What follows belongs to an exercise in optimizing a design on an open flow for small area and a short achievable clock period; a production flow would make more cautious choices.
The RTL was checked by simulation tests, not by an equivalence proof against the original design.
Power and IR drop assume default switching activity.

==> flow/design.v, too long to show whole: its modules and the start of the top module <==
// module MULTI_32bit: 3969 lines
// module MULTI_32bit_fa: 6 lines
// module MULTI_32bit_enc: 7 lines
// module MULTI_32bit_enc2: 6 lines
// module MULTI_32bit_c42: 9 lines
// module MULTI_32bit_c42n: 8 lines
// module MULTI_32bit_pp: 5 lines
// module MULTI_32bit_xor: 5 lines
// module MULTI_32bit_and: 5 lines
// module MULTI_32bit_ha: 6 lines
module MULTI_32bit(clk, rst, A, B, F);
  // ...
==> flow/flow/run.sh <==
#!/bin/bash
# The standard layout, but with port buffers of a plain buffer cell
# (buffer_ports otherwise picks a delay cell, clkdlybuf4s50_1).
set -euo pipefail
export BUFFER_PORTS_ARGS="-buffer_cell sky130_fd_sc_hd__buf_4"
bash standard.sh > make_finish.log 2>&1
==> flow/standard.sh <==
#!/bin/bash
# synth_recipe.tcl (not shown) runs the flow's synth.tcl, then flattens the netlist and writes it again
# the make line also repeats each setting of config.mk as NAME=value (left out here)
make -C /OpenROAD-flow-scripts/flow DESIGN_CONFIG=/design/flow/config.mk WORK_HOME=/design/flow/orfs CLKGATE_MAP_FILE= SYNTH_SCRIPT=/design/flow/synth_recipe.tcl "${@:-finish}"
==> flow/config.mk <==
export PLATFORM = sky130hd
export DESIGN_NAME = MULTI_32bit
export DESIGN_NICKNAME = MULTI_32bit
export VERILOG_FILES = /design/flow/design.v
export SDC_FILE = /design/flow/constraint.sdc
export NUM_CORES = 4
export LEC_CHECK = 0
export ABC_CLOCK_PERIOD_IN_PS = 2500
export CAP_MARGIN = 20
export CORE_MARGIN = 2
export CORE_UTILIZATION = 50
export CTS_BUF_LIST = sky130_fd_sc_hd__clkbuf_16
export CTS_CLUSTER_DIAMETER = 80
export CTS_CLUSTER_SIZE = 30
export GPL_TIMING_DRIVEN = 0
export SETUP_SLACK_MARGIN = 4.3
export SLEW_MARGIN = 20
export SYNTH_HIERARCHICAL = 1
export SYNTH_MINIMUM_KEEP_SIZE = 0
==> flow/constraint.sdc <==
create_clock -name core_clock -period 7.0 [get_ports {clk}]
set_input_delay 1.4000 -clock core_clock [delete_from_list [all_inputs] [get_ports {clk}]]
set_output_delay 1.4000 -clock core_clock [all_outputs]
set_load 0.01 [all_outputs]
==> impl_metrics.env, run 1 <==
export IMPL_status="no timing/DRC/antenna violations"
export IMPL_layout_commonest_cell="dfxtp_1"
export IMPL_sw_frac_of_total=0.414
export IMPL_use_met3=0.0436
export IMPL_inv_count=89
export IMPL_whs_path_depth=0
export IMPL_die_y_um=212
export IMPL_place_gp_congestion=0.907
export IMPL_seqAreaFraction=0.304
export IMPL_clock_fmax_mhz=365
export IMPL_grt_usage=0.270
export IMPL_worstSkewPairLatency_ps=590
export IMPL_buffers=175
export IMPL_grt_ovfl_total=0
export IMPL_crit_required_ps=7470
export IMPL_rsz0062_at_grt="true"
export IMPL_p_sw_mw=4.97
export IMPL_period_needed_ps=2740
export IMPL_reg2reg_to="F[12]"
export IMPL_grt_pass1_wl_um=90300
export IMPL_clkTransAtPathRegs_ps=100
export IMPL_fin_util=0.587
export IMPL_clkPwrFrac=0.129
export IMPL_worstPathArrival_ps=3210
export IMPL_wire_per_inst_um=23.4
export IMPL_worstPathBufferInverterCount=2
export IMPL_setup_ws_ps=4260
export IMPL_seq_area_sq_um=7660
export IMPL_synth_xor_area_frac=0.133
export IMPL_wl_um=59900
export IMPL_die_w_um=212
export IMPL_cp_startpoint="B[13]"
export IMPL_synthSimpleGateAreaFrac=0.0437
export IMPL_root_buffer="clkbuf_16"
export IMPL_multi_input_gates=1288
==> inputs of run 2 (changes only) <==
--- a/flow/config.mk
+++ b/flow/config.mk
@@ -12,7 +12,6 @@
 export CTS_BUF_LIST = sky130_fd_sc_hd__clkbuf_16
 export CTS_CLUSTER_DIAMETER = 80
 export CTS_CLUSTER_SIZE = 30
-export GPL_TIMING_DRIVEN = 0
 export SETUP_SLACK_MARGIN = 4.3
 export SLEW_MARGIN = 20
 export SYNTH_HIERARCHICAL = 1
==> run 2 against run 1 <==
Still clean; non-clock buffer count down 55; die area did not move; sequential share of layout area grew 0.46 points; critical path depth down 2; combinational power shrank 3%; core utilization is 0.98 points lower; critical path type unchanged.
==> impl_metrics.env, run 2 <==
export IMPL_status="no timing/DRC/antenna violations"
export IMPL_p_sw_mw=4.95
export IMPL_synth_avg_cell_area_sq_um=12.0
export IMPL_ir_drop_mv=0.373
export IMPL_p_total_mw=12.0
export IMPL_place_gp_congestion=0.846
export IMPL_layout_drive_gt1_share=0.148
export IMPL_cpPeakStageDelay_ps=790
export IMPL_yosysSeqAreaShare=0.352
export IMPL_hold_viol=0
export IMPL_hold_path_class="flip-flop to flip-flop"
export IMPL_worstPathMaxFanout=32
export IMPL_cts_htree_levels=1
export IMPL_syn_cell_area_sq_um=21700
export IMPL_clkPwrFrac=0.140
export IMPL_ys_async_sr_fraction=0
export IMPL_ys_warnings_count=7
export IMPL_die_y_um=212
export IMPL_grt_usage=0.265
export IMPL_worstPathArrival_ps=3130
export IMPL_synth_largest_area_cell="dfxtp_1"
export IMPL_skew_ps=35.9
export IMPL_synth_fp_nets=2206
export IMPL_worstSkewPairLatency_ps=600
export IMPL_cts_tree="yes"
export IMPL_setup_ws_ps=4300
export IMPL_wl_um=58500
export IMPL_fin_setup_tns_ps=0
export IMPL_synth_top_area_share=0.352
export IMPL_die_w_um=212
export IMPL_p_seq_frac=0.285
export IMPL_finalCritPeriodShare=0.385
export IMPL_sw_frac_of_total=0.412
export IMPL_post_place_ws_ps=3360
export IMPL_largestRegisters="F: 32 flops, r1_e: 8 flops, r2_e: 8 flops"
export IMPL_cts_buffers=26
export IMPL_largest_reg_flops=32
export IMPL_grt_pass1_wl_um=88700
export IMPL_postSynthCellCount=1811
export IMPL_critPathKind="input port to flip-flop"
export IMPL_nets=2298
export IMPL_synthFlopType="dfxtp_1"
export IMPL_design_area_sq_um=24800
export IMPL_power_density_nw_per_um2=485
export IMPL_setup_violations_final=0
export IMPL_worstHoldStart="r1_e[2]"
export IMPL_grt_pass1_vias=14730
export IMPL_drc=0
export IMPL_cts_buffer_depth=3
export IMPL_first_pass_iters=5
export IMPL_synth_edf_count=0
export IMPL_synth_top_cells_by_count="dfxtp_1 (381), xor2_1 (303), a22o_1 (297), fa_1 (255), inv_1 (89)"
export IMPL_grt_ovfl_total=0
export IMPL_end_kind="flip-flop"
export IMPL_critPathSlowestCell="ha_2"
export IMPL_io_buffer_count=96
export IMPL_io_pin_count=98
export IMPL_yosysMostFrequentCell="dfxtp_1"
export IMPL_fin_util=0.577
export IMPL_viasPerCell=5.68
export IMPL_rsz0062_at_grt="true"
export IMPL_cp_startpoint="B[11]"
export IMPL_drv_cap=0
export IMPL_wire_per_inst_um=23.3
export IMPL_crit_required_ps=7440
export IMPL_layout_commonest_cell="dfxtp_1"
export IMPL_antenna_found_initial=0
export IMPL_core_region_area_sq_um=42900
export IMPL_start_util=0.505
export IMPL_slew_violations=0
export IMPL_ys_seq_elements=381
export IMPL_largest_register="F"
export IMPL_syn2layout_area_growth_pct=14.2
export IMPL_clock_fmax_mhz=371
export IMPL_r2r_start="r1_c32_0"
export IMPL_final_cell_mix="dfxtp_1 (367), xor2_1 (300), a22o_1 (297), fa_1 (224), buf_4 (100)"
export IMPL_row_count=76
export IMPL_relSlewSlack=0.535
export IMPL_insertedDiodeCount=0
export IMPL_period_needed_ps=2700
export IMPL_grt_max_degree=34
export IMPL_dieArea_sq_um=45000
export IMPL_num_vias=14234
export IMPL_cp_start_kind="input port"
export IMPL_dp_hpwl_um=41100
export IMPL_synth_cell_types=54
export IMPL_path_cells="buf_8 -> ha_2 -> a22o_1 -> fa_1"
export IMPL_worstMarginPinSlew_ps=697
export IMPL_r2r_slack_ps=4300
export IMPL_ant_nets=0
export IMPL_power_internal_mw=7.06
export IMPL_root_buffer="clkbuf_16"
export IMPL_clkTransAtPathRegs_ps=80
export IMPL_clkSinkCount=381
export IMPL_drtIter0Drc=1180
export IMPL_p_comb_frac=0.574
export IMPL_synth_area_top_cells="dfxtp_1 (35%), fa_1 (24%), xor2_1 (12%)"
export IMPL_leakage_nw=10.7
export IMPL_dpl_instance_area_sq_um=23100
==> run 2: cell counts after synthesis <==
Identical to the previous run, type by type.
==> run 2: area by class of cell <==
cell class              instances  area [sq um]
inverters                      89           337
well taps                     585           732
flip-flops and latches        381          7640
repair buffers                120          1070
fillers                      3645         18100
clock buffers                  26           651
multi-input cells            1285         14000
clock inverters                20           278
==> run 2: per-module statistics from Yosys, one instance, submodules excluded <==
| module | cells | times used |
|---|---|---|
| MULTI_32bit_xor | 1 | 38 |
| MULTI_32bit_ha | 1 | 31 |
| MULTI_32bit_and | 1 | 37 |
| MULTI_32bit | 1154 | 1 |
| MULTI_32bit_pp | 1 | 297 |
| MULTI_32bit_fa | 1 | 254 |
==> run 2: what timing repair did <==
item,in CTS,in global routing
endpoints found under the setup margin,199,106
cloned,10,1
buffers inserted,18,4
hold buffers,0,0
resized for setup,38,64
pin swaps,16,22
==> run 2: final timing paths <==
path | to | cells past startpoint
min | r2_e[2] | 0
max | r1_c20_5 | 4
min reg2reg | r2_e[2] | 0
max reg2reg | r2_h33 | 5
==> run 2: logic make-up after synthesis <==
kind of cell | share of synthesized area
AOI/OAI and AO/OA | 0.155
adders and majority gates | 0.278
and+or+nand+nor | 0.0437
DFF | 0.352
muxes | 0.00901
buffers and inverters | 0.0282
xor gates and xnor gates | 0.133
==> run 2: stage by stage <==
stage               hold WS [ps]  cells
detailed placement           313   2427
global route                 339   2506
floorplan                    310   1811
finish                       331   2506
CTS                          334   2501
global placement             310   2427
==> run 2: worst max-delay path, delay by kind of cell <==
kind / cells / cell delay, ps
fa+ha+maj: 2 / 1240
buf+inv: 1 / 170
compound gates: 1 / 260
==> run 2: routing by layer <==
layer / up-vias / wire, um / track usage
met5: - / 0 / 0
met4: 0 / 2210 / 0.0940
met3: 113 / 4930 / 0.0581
met2: 570 / 25700 / 0.410
met1: 7099 / 25600 / 0.367
li1: 6452 / - / -
==> run 2: power groups by stage <==
stage,sequential [mW],combinational (mW),clock [mW]
3_3_place_gp,3.46,6.38,0
5_1_grt,3.51,7.65,1.81
6_report,3.43,6.90,1.69
4_1_cts,3.43,6.65,1.73
2_1_floorplan,3.37,4.51,0
3_5_place_dp,3.47,6.49,0

[separate check: timing with driven ports]
No port has a modelled driver above. Below, the same layouts with a new extraction and two added sets of constraints. Step 1 assumes that a clkbuf_16 drives the clock port and a buf_2 every other input. Step 2 adds t to the input delays and takes it off the output delays; t is the mean of the earliest and latest rising clock arrival at the registers after step 1. Input paths then give back, and output paths get back, about the clock's delay inside the block. Three values: ideal ports, drivers, drivers and shift; two values: the first two.
| run | t (ns) | setup slack, ns | worst setup path at the end | clock arrival spread, ns | worst register clock-pin slew, ns |
|---|---|---|---|---|---|
| run 1 | 0.635 | 4.264 / 4.293 / 3.663 | input to register | 0.022 / 0.022 | 0.11 / 0.11 |
| run 2 | 0.633 | 4.303 / 4.303 / 3.676 | input to register | 0.039 / 0.039 | 0.11 / 0.11 |
After both steps setup and hold are still met in every run listed. For run 2, which loses most, drivers alone change the setup slack by 0.000 ns; drivers and shift together by -0.627 ns.
